Source: an optimization exercise on an open RTL-to-GDS flow (aim: small area, a short achievable clock period and few clock cycles). Production flows keep margins and buffers that such runs may drop. Where RTL was checked, it was by simulation tests only, not by an equivalence proof against the original. Power figures rest on the tool's default switching activity, not on a simulated workload.

== raven ==
## conv_engine
module conv_engine(
    input         clk,
    input         reset,
    input         en_ctrl,
    output [15:0] s_addr,
    output [15:0] w_addr,
    output [15:0] b_addr,
    input  [7:0]  signal,
    input  [7:0]  weight,
    input  [7:0]  bias,
    output [15:0] save_addr,
    output [7:0]  convout,
    output        en_write,
    output        finish
);
==> flow/config.mk <==
export PLATFORM = sky130hd
export DESIGN_NAME = conv_engine
export DESIGN_NICKNAME = conv_engine
export VERILOG_FILES = /design/flow/design.v
export SDC_FILE = /design/flow/constraint.sdc
export NUM_CORES = 4
export LEC_CHECK = 0
export CAP_MARGIN = 20
export CORE_MARGIN = 2
export CORE_UTILIZATION = 40
export CTS_BUF_LIST = sky130_fd_sc_hd__clkbuf_8
export SLEW_MARGIN = 20
==> flow/constraint.sdc <==
create_clock -name core_clock -period 10.0 [get_ports {clk}]
set_input_delay 2.0000 -clock core_clock [delete_from_list [all_inputs] [get_ports {clk}]]
set_output_delay 2.0000 -clock core_clock [all_outputs]
set_load 0.01 [all_outputs]
standard.sh (not shown) runs the stock make flow with config.mk's settings and CLKGATE_MAP_FILE= SYNTH_SCRIPT=/design/flow/synth_recipe.tcl, a recipe that flattens the netlist after the stock synthesis.
==> flow/flow/run.sh <==
#!/bin/bash
set -uo pipefail
MARGIN=$(cat flow/margin 2>/dev/null || echo 7)
EXTRA=()
if [[ -f flow/extra ]]; then
    while IFS= read -r line; do
        [[ -n "$line" ]] && EXTRA+=("$line")
    done < flow/extra
fi
bash standard.sh "SETUP_SLACK_MARGIN=$MARGIN" \
    "BUFFER_PORTS_ARGS=-buffer_cell sky130_fd_sc_hd__buf_1" "${EXTRA[@]}" finish > run_make.log 2>&1
status=$?
tail -5 run_make.log
exit $status
==> flow/flow/extra <==
SKIP_REPAIR_TIE_FANOUT=1
==> flow/flow/margin <==
7.0
Testbench counts of raven, summed over its fixed seeds: cycles 4,137,219.
diff inputs: raven => quartz
==> flow/flow/margin <==
6.9
==> comparison <==
quartz falls short of raven in maximum clock frequency.
Setup skew after layout: quartz < raven
raven -> quartz: mean area per synthesized cell delta 0, exact match
In the flow results for quartz and raven, the sequential share of layout area is smaller on raven.
In quartz, worst setup slack is lower than in raven.
quartz — total power draw 24 uW lower, raven as reference
Cmp quartz and raven / wire length after detailed routing / lower: quartz
When quartz is set beside raven, its final period demand of the worst path turns out to be 0.028 ns larger.
The inputs of nickel differ from those of quartz as listed below.
- CTS_BUF_LIST: sky130_fd_sc_hd__clkbuf_8 -> unset
==> flow/flow/run.sh <==
#!/bin/bash
set -uo pipefail
MARGIN=$(cat flow/margin 2>/dev/null || echo 7)
bash standard.sh "SETUP_SLACK_MARGIN=$MARGIN" \
    "BUFFER_PORTS_ARGS=-buffer_cell sky130_fd_sc_hd__buf_1" finish > run_make.log 2>&1
status=$?
tail -5 run_make.log
exit $status
==> flow/flow/margin <==
6.0
removed: flow/flow/extra
### Flow results
The minimum clock period reported for nickel is greater than that of quartz by 0.53 ns. Relative to quartz, clock share of power has gone up in nickel. Diff quartz and nickel: global-route wire length before repair lower in nickel. Looking at routed wire length, nickel sits below quartz. In nickel, the ratio of final minimum period to clock period came out 5.3 points above the value in quartz. Compared with quartz, nickel is the more power-hungry design. nickel against quartz: combinational cell fraction of total power down 3.1 points; cell-internal power up about 10%.

* * *

conv_engine, a different RTL version from the one above (not shown whole).
Size in the first run: about 1200 cells after synthesis, about 100 I/O pins, roughly 0.011 sq mm of cells after synthesis.
clock: 10.0 ns
lec_check: 0
cap_margin: 20
core_margin: 2
core_utilization: 40
slew_margin: 20
synth_hierarchical: 1
==> flow/flow/run.sh <==
#!/bin/bash
set -uo pipefail
MARGIN=$(cat flow/margin 2>/dev/null || echo 7)
bash standard.sh "SETUP_SLACK_MARGIN=$MARGIN" \
    "BUFFER_PORTS_ARGS=-buffer_cell sky130_fd_sc_hd__buf_1" finish > run_make.log 2>&1
status=$?
tail -5 run_make.log
exit $status
==> flow/flow/margin <==
7
The baseline finished with timing, DRC and antenna clean.
==> next run, changes <==
==> flow/flow/run.sh (replaced) <==
#!/bin/bash
set -uo pipefail
MARGIN=$(cat flow/margin 2>/dev/null || echo 7)
EXTRA=()
if [[ -f flow/extra ]]; then
    while IFS= read -r line; do
        [[ -n "$line" ]] && EXTRA+=("$line")
    done < flow/extra
fi
bash standard.sh "SETUP_SLACK_MARGIN=$MARGIN" \
    "BUFFER_PORTS_ARGS=-buffer_cell sky130_fd_sc_hd__buf_1" "${EXTRA[@]}" finish > run_make.log 2>&1
status=$?
tail -5 run_make.log
exit $status
==> flow/flow/extra (new file) <==
SKIP_REPAIR_TIE_FANOUT=1
==> flow/flow/margin (replaced) <==
6.8
Result: Routed wire length is lower by a few percent; clock-buffer cell count went up by 2; synthesized area is unchanged; synthesized cell count stays the same; total power increases slightly; utilization falls by 1.3 points; register-to-register slack loses 90 ps.
No functional check of the RTL was part of any run of this note.

* * *

conv_engine with an RTL version that a note above also has.
Size: about 100 I/O pins.
==> flow/config.mk <==
export PLATFORM = sky130hd
export DESIGN_NAME = conv_engine
export DESIGN_NICKNAME = conv_engine
export VERILOG_FILES = /design/flow/design.v
export SDC_FILE = /design/flow/constraint.sdc
export NUM_CORES = 4
export LEC_CHECK = 0
export CAP_MARGIN = 20
export CORE_MARGIN = 2
export CORE_UTILIZATION = 40
export SLEW_MARGIN = 20
==> flow/constraint.sdc <==
create_clock -name core_clock -period 10.0 [get_ports {clk}]
set_input_delay 2.0000 -clock core_clock [delete_from_list [all_inputs] [get_ports {clk}]]
set_output_delay 2.0000 -clock core_clock [all_outputs]
set_load 0.01 [all_outputs]
==> flow/flow/run.sh <==
#!/bin/bash
set -uo pipefail
MARGIN=$(cat flow/margin 2>/dev/null || echo 7)
PORTBUF=$(cat flow/portbuf 2>/dev/null || echo sky130_fd_sc_hd__buf_1)
EXTRA=()
if [[ -f flow/extra ]]; then
    while IFS= read -r line; do
        [[ -n "$line" ]] && EXTRA+=("$line")
    done < flow/extra
fi
bash standard.sh "SETUP_SLACK_MARGIN=$MARGIN" \
    "BUFFER_PORTS_ARGS=-buffer_cell $PORTBUF" "${EXTRA[@]}" finish > run_make.log 2>&1
status=$?
tail -5 run_make.log
exit $status
==> flow/flow/extra <==
SKIP_REPAIR_TIE_FANOUT=1
==> flow/flow/margin <==
6.8
==> flow/flow/portbuf <==
sky130_fd_sc_hd__buf_2
Testbench counts at the start, summed over its fixed seeds: cycles 4,137,219.
==> next run, changes <==
==> flow/flow/run.sh (replaced) <==
#!/bin/bash
set -uo pipefail
MARGIN=$(cat flow/margin 2>/dev/null || echo 7)
EXTRA=()
if [[ -f flow/extra ]]; then
    while IFS= read -r line; do
        [[ -n "$line" ]] && EXTRA+=("$line")
    done < flow/extra
fi
bash standard.sh "SETUP_SLACK_MARGIN=$MARGIN" \
    "BUFFER_PORTS_ARGS=-buffer_cell sky130_fd_sc_hd__buf_1" "${EXTRA[@]}" finish > run_make.log 2>&1
status=$?
tail -5 run_make.log
exit $status
==> flow/flow/extra (replaced) <==
SKIP_REPAIR_TIE_FANOUT=1
SKIP_GATE_CLONING=1
==> flow/flow/margin (replaced) <==
7
removed: flow/flow/portbuf
Result:
- The new run ran to the end with no violations
- total power rises by 1.4%
- final cell count rises by 3.1%
- clock power rises by about 1%
- wire length rises by about 5%
- worst setup slack is better by 0.083 ns
- utilization rises by 2.2 points
- area after synthesis does not change
- sequential power falls by about 0.4%
==> next run, changes <==
==> flow/flow/extra (replaced) <==
SKIP_REPAIR_TIE_FANOUT=1
==> flow/flow/margin (replaced) <==
6.8
Settings changed: CORE_UTILIZATION 40 to 60.
After rerunning: Design area falls by a little under a tenth. Area after synthesis is unchanged. Worst setup slack is worse by 0.091 ns. Maximum frequency falls by a few percent. Die area falls by a quarter to a third. Combinational power falls by a few percent. Routed wire length falls by a few percent.
==> next run, changes <==
==> flow/flow/run.sh (replaced) <==
#!/bin/bash
set -uo pipefail
MARGIN=$(cat flow/margin 2>/dev/null || echo 7)
bash standard.sh "SETUP_SLACK_MARGIN=$MARGIN" \
    "BUFFER_PORTS_ARGS=-buffer_cell sky130_fd_sc_hd__buf_1" finish > run_make.log 2>&1
status=$?
tail -5 run_make.log
exit $status
==> flow/flow/margin (replaced) <==
6.5
Settings changed: CORE_UTILIZATION 60 to 40.
removed: flow/flow/extra
What happened: Cell count grows by about 11%; sequential power barely changes; clock skew shrinks by 0.0034 ns; cell area grows by about 1.4%; sequential share of layout area shrinks by 0.72 points; area after synthesis stays the same; register-to-register slack got worse by 0.23 ns; routed wire length shrinks by about 2.2%; worst setup slack got worse by 0.23 ns; die area grows by 48%.

* * *

Starting RTL as in the previous note.
export LEC_CHECK = 0
export CAP_MARGIN = 20
export CORE_MARGIN = 2
export CORE_UTILIZATION = 40
export SLEW_MARGIN = 20
export TNS_END_PERCENT = 30
create_clock -name core_clock -period 10.0 [get_ports {clk}]
==> flow/flow/run.sh <==
#!/bin/bash
set -uo pipefail
MARGIN=$(cat flow/margin 2>/dev/null || echo 7)
EXTRA=()
if [[ -f flow/extra ]]; then
    while IFS= read -r line; do
        [[ -n "$line" ]] && EXTRA+=("$line")
    done < flow/extra
fi
bash standard.sh "SETUP_SLACK_MARGIN=$MARGIN" \
    "BUFFER_PORTS_ARGS=-buffer_cell sky130_fd_sc_hd__buf_1" "${EXTRA[@]}" finish > run_make.log 2>&1
status=$?
tail -5 run_make.log
exit $status
==> flow/flow/extra <==
SKIP_REPAIR_TIE_FANOUT=1
==> flow/flow/margin <==
6.8
Testbench counts at the start, summed over its fixed seeds: cycles 4,137,219.
Next try:
==> flow/flow/run.sh (replaced) <==
#!/bin/bash
set -uo pipefail
MARGIN=$(cat flow/margin 2>/dev/null || echo 7)
bash standard.sh "SETUP_SLACK_MARGIN=$MARGIN" \
    "BUFFER_PORTS_ARGS=-buffer_cell sky130_fd_sc_hd__buf_1" finish > run_make.log 2>&1
status=$?
tail -5 run_make.log
exit $status
==> flow/flow/margin (replaced) <==
7
TNS_END_PERCENT = default   (was 30)
removed: flow/flow/extra
Result:
- The changed run went through all stages and came out clean
- cell area goes up by 6.0%
- routed wire length climbs by about 3.3%
- register-to-register slack improves by 0.20 ns
- critical path depth goes up by 1
- area after synthesis is unchanged
- die area is unchanged
- clock skew rose by 0.0051 ns
Next try:
==> flow/flow/margin (replaced) <==
7.2
The changed run completed with no timing, DRC or antenna violations.
Final area rose by about 10%.
Synthesized cell count is unchanged.
Global-route usage came out higher by 1.8 points.
Register-to-register slack loses 0.03 ns.
Routed wire length rises by 9.8%.
Next try:
==> flow/flow/run.sh (replaced) <==
#!/bin/bash
set -uo pipefail
MARGIN=$(cat flow/margin 2>/dev/null || echo 7)
EXTRA=()
if [[ -f flow/extra ]]; then
    while IFS= read -r line; do
        [[ -n "$line" ]] && EXTRA+=("$line")
    done < flow/extra
fi
bash standard.sh "SETUP_SLACK_MARGIN=$MARGIN" \
    "BUFFER_PORTS_ARGS=-buffer_cell sky130_fd_sc_hd__buf_1" "${EXTRA[@]}" finish > run_make.log 2>&1
status=$?
tail -5 run_make.log
exit $status
==> flow/flow/extra (new file) <==
SKIP_REPAIR_TIE_FANOUT=1
==> flow/flow/margin (replaced) <==
7
TNS_END_PERCENT = 60   (was default)
Total power falls by 3.0%.
Clock-buffer cell count stays the same.
Fmax rose by about 0.4%.
Sequential share of layout area came out higher by 2.0 points.
Critical path depth drops by 9.
Final area falls by about 9%.
Routed wire length decreases by 5.5%.
Setup slack improves by 0.012 ns.
Next try:
==> flow/flow/margin (replaced) <==
6.8
GPL_TIMING_DRIVEN = 1   (was default)
TNS_END_PERCENT = default   (was 60)
After rerunning: Power came out lower by 4.1%. Clock power goes down by 10%. Final cell count falls by 2.2%. Worst hold slack stays flat. Worst setup slack gets worse by 0.096 ns. First-iteration DRC count is lower by 14%. Via count came out lower by 2.8%.
Next try:
==> flow/flow/run.sh (replaced) <==
#!/bin/bash
set -uo pipefail
MARGIN=$(cat flow/margin 2>/dev/null || echo 7)
bash standard.sh "SETUP_SLACK_MARGIN=$MARGIN" \
    "BUFFER_PORTS_ARGS=-buffer_cell sky130_fd_sc_hd__buf_1" finish > run_make.log 2>&1
status=$?
tail -5 run_make.log
exit $status
GPL_TIMING_DRIVEN = default   (was 1)
removed: flow/flow/extra
After rerunning: The new run went through all stages and came out clean; setup slack loses 0.0045 ns; cell area goes up by 0.96%; via count decreases by 0.64%; routed wire length shrinks by 2.1%; critical path depth climbs by 13; final cell count went up by 1.7%; non-clock buffer count came out higher by 10; register-to-register slack gets worse by 0.02 ns; maximum frequency barely changes; clock skew is lower by 0.0031 ns; core utilization went up by 0.43 points.

* * *

conv_engine, a different RTL version from the one above (not shown whole).
For scale: roughly 910 cells after synthesis, roughly 120 flip-flops, roughly 8000 um2 of cells after synthesis.
Settings: LEC_CHECK=0, CAP_MARGIN=20, CORE_MARGIN=2, CORE_UTILIZATION=40, SLEW_MARGIN=20; clock period 10.0 ns.
==> flow/flow/run.sh <==
#!/bin/bash
set -uo pipefail
MARGIN=$(cat flow/margin 2>/dev/null || echo 7)
bash standard.sh "SETUP_SLACK_MARGIN=$MARGIN" \
    "BUFFER_PORTS_ARGS=-buffer_cell sky130_fd_sc_hd__buf_1" finish > run_make.log 2>&1
status=$?
tail -5 run_make.log
exit $status
==> flow/flow/margin <==
7
Testbench counts at the start, summed over its fixed seeds: cycles 6,940,803.
Change:
==> flow/run.sh (new file) <==
#!/bin/bash
# synth_recipe.tcl (not shown) runs the flow's synth.tcl, then flattens the netlist and writes it again
# the make line also repeats each setting of config.mk as NAME=value (left out here)
make -C /OpenROAD-flow-scripts/flow DESIGN_CONFIG=/design/flow/config.mk WORK_HOME=/design/flow/orfs CLKGATE_MAP_FILE= SYNTH_SCRIPT=/design/flow/synth_recipe.tcl finish
SETUP_SLACK_MARGIN = 5   (was default)
removed: flow/flow/run.sh
removed: flow/flow/margin
removed: flow/standard.sh
Effect: Worst hold slack barely changes. Wire length goes down by 5.8%. Area after synthesis is unchanged.

* * *

== the reference run ==
RTL: one of the versions met above, not the one the previous note started from.
For scale: ~170 flip-flops, ~100 I/O pins, about 0.011 mm2 of cells after synthesis.
// conv_engine
module conv_engine(
    input         clk,
    input         reset,
    input         en_ctrl,
    output [15:0] s_addr,
    output [15:0] w_addr,
    output [15:0] b_addr,
    input  [7:0]  signal,
    input  [7:0]  weight,
    input  [7:0]  bias,
    output [15:0] save_addr,
    output [7:0]  convout,
    output        en_write,
    output        finish
);
    reg        go;           
    reg        done;         
    reg        stall;        
    reg [11:0] sa, wa;       
    reg [2:0]  j;            
    reg [1:0]  c;            
    reg [2:0]  r;            
    reg        inb;          
    reg        jend, rend;   
    reg [4:0]  o, y;         
    reg [3:0]  xp;
    reg        last_out;     
    reg p0, p15, ya, yb, y01;    
    wire [2:0] jpen = (p0 | p15) ? 3'd2 : 3'd4;
    wire [2:0] rpen = ya ? 3'd1 : yb ? 3'd2 : 3'd3;
    wire cend = (c == 2'd2);
    wire last_pos = p15 & ya & ~y01;
    wire adv = go & ~done & ~stall;
    wire hold = ~inb & jend & cend & rend;
    wire inb_n  = adv ? hold : inb;
    wire jend_n = adv ? (~inb & (~jend ? (j == jpen) : (cend & rend))) : jend;
    wire cend_n = adv ? (~inb & (~jend ? cend : ~cend ? (c == 2'd1) : ~rend ? 1'b0 : 1'b1)) : cend;
    wire rend_n = adv ? (~inb & ((jend & cend & ~rend) ? (r == rpen) : rend)) : rend;
    wire last_out_n = w2 ? (o == 5'd30) : last_out;
    wire stall_n = (w2 & last_out) ? 1'b0 : (adv & inb & last_out) ? 1'b1 : stall;
    wire done_n = done | (adv & inb & last_out & last_pos);
    wire adv_n = en_ctrl & ~done_n & ~stall_n;
    reg a_inc, a_ch, a_row, a_back, a_pos;
    always @(posedge clk) begin
        if (reset) begin
            a_inc <= 1'b0;
            a_ch <= 1'b0;
            a_row <= 1'b0;
            a_back <= 1'b0;
            a_pos <= 1'b0;
        end else begin
            a_inc <= adv_n & ~inb_n & ~jend_n;
            a_ch <= adv_n & ~inb_n & jend_n & ~cend_n;
  ...
==> flow/config.mk <==
export PLATFORM = sky130hd
export DESIGN_NAME = conv_engine
export DESIGN_NICKNAME = conv_engine
export VERILOG_FILES = /design/flow/design.v
export SDC_FILE = /design/flow/constraint.sdc
export NUM_CORES = 4
export LEC_CHECK = 0
export CAP_MARGIN = 20
export CORE_MARGIN = 2
export CORE_UTILIZATION = 40
export SLEW_MARGIN = 20
==> flow/constraint.sdc <==
create_clock -name core_clock -period 10.0 [get_ports {clk}]
set_input_delay 2.0000 -clock core_clock [delete_from_list [all_inputs] [get_ports {clk}]]
set_output_delay 2.0000 -clock core_clock [all_outputs]
set_load 0.01 [all_outputs]
==> flow/flow/run.sh <==
#!/bin/bash
set -uo pipefail
MARGIN=$(cat flow/margin 2>/dev/null || echo 7)
EXTRA=()
if [[ -f flow/extra ]]; then
    while IFS= read -r line; do
        [[ -n "$line" ]] && EXTRA+=("$line")
    done < flow/extra
fi
bash standard.sh "SETUP_SLACK_MARGIN=$MARGIN" \
    "BUFFER_PORTS_ARGS=-buffer_cell sky130_fd_sc_hd__buf_1" "${EXTRA[@]}" finish > run_make.log 2>&1
status=$?
tail -5 run_make.log
exit $status
==> flow/flow/extra <==
SKIP_REPAIR_TIE_FANOUT=1
SETUP_MOVE_SEQUENCE=sizeup,swap
==> flow/flow/margin <==
7
The reference run | stages: all done | timing, DRC, antenna: all pass
Testbench counts of the reference run, summed over its fixed seeds: cycles 4,137,219.
Input changes introduced in the trial run (baseline for comparison: the reference run):
- GPL_ROUTABILITY_DRIVEN now 1, previously not set
- GPL_TIMING_DRIVEN now 1, previously not set
==> flow/flow/extra <==
SKIP_REPAIR_TIE_FANOUT=1
==> flow/flow/margin <==
6.8
[summary]
In terms of via count of the first global-routing pass, the reference run and the trial run differ only marginally. The trial run has clock buffer count above what the reference run had. Looking only at total non-filler cell area in the finished layout, and setting everything else aside, the higher value of the trial run and the reference run goes to the reference run. Delta (the trial run minus the reference run): routed wire length went down 0.59%, via count increased by about 1.4% relative to the old numbers, final net count has increased. Compared with the reference run, placement density in the core of the trial run is lower. Measured against the trial run, the non-clock buffer count of the reference run comes out at 0.880 times the reference value. The trial run reports its endpoint of the worst setup timing path as save_addr[12] while the reference run reports wa[11]$_SDFF_PP0_. In the reports for the trial run and the reference run, the larger power after layout belongs to the reference run. Summary of the trial run over the reference run: switching part of the total power -1.0 points; share of the final layout cell area in multi-input gates -0.35 points.

[afterwards: timing with drivers on the ports]
The flow's constraints put no driver on any port. The routed layouts listed below were extracted and timed again, unchanged, in two steps. Step 1: set_driving_cell puts a clkbuf_16 on clk and a buf_2 on each other input, an assumption about the parent block. Step 2 adds t to the input delays and takes it off the output delays; t is the mean of the earliest and latest rising clock arrival at the registers after step 1. Input paths then give back, and output paths get back, about the clock's delay inside the block. a / b / c = ideal ports / drivers / drivers and shift; a / b = the first two.
| run | t (ns) | setup WS [ns] | worst setup path at the end | pins driven straight from the clock port |
|---|---|---|---|---|
| raven | 0.516 | 6.953 / 6.953 / 6.632 | input to register | 1 |
| quartz | 0.513 | 6.925 / 6.880 / 6.743 | input to register | 1 |
| nickel | 0.477 | 6.395 / 6.395 / 6.395 | register to register | 1 |
| the first run of note 2 | 0.471 | 6.995 / 6.959 / 6.768 | input to register | 1 |
| the second run of note 2 | 0.471 | 6.906 / 6.892 / 6.745 | input to register | 1 |
| the first run of note 3 | 0.480 | 6.905 / 6.853 / 6.673 | input to register | 1 |
| the second run of note 3 | 0.489 | 6.988 / 6.949 / 6.682 | input to register | 1 |
| the third run of note 3 | 0.463 | 6.897 / 6.879 / 6.732 | input to register | 1 |
| the fourth run of note 3 | 0.476 | 6.670 / 6.670 / 6.670 | register to register | 1 |
| the first run of note 4 | 0.476 | 6.816 / 6.816 / 6.686 | input to register | 1 |
| the second run of note 4 | 0.474 | 7.013 / 6.979 / 6.711 | input to register | 1 |
| the third run of note 4 | 0.486 | 6.988 / 6.988 / 6.940 | input to register | 1 |
| the fourth run of note 4 | 0.478 | 6.999 / 6.950 / 6.680 | input to register | 1 |
| the fifth run of note 4 | 0.486 | 6.904 / 6.853 / 6.690 | input to register | 1 |
| the sixth run of note 4 | 0.478 | 6.899 / 6.867 / 6.729 | input to register | 1 |
| the first run of note 5 | 0.460 | 6.952 / 6.952 / 6.830 | input to register | 1 |
| the second run of note 5 | 0.456 | 6.268 / 6.268 / 6.268 | register to register | 1 |
| the reference run | 0.481 | 6.944 / 6.944 / 6.685 | input to register | 1 |
| the trial run | 0.486 | 6.904 / 6.853 / 6.690 | input to register | 1 |
After both steps setup and hold are still met in every run listed. For raven, which loses most, drivers alone change the setup slack by 0.000 ns; drivers and shift together by -0.321 ns.
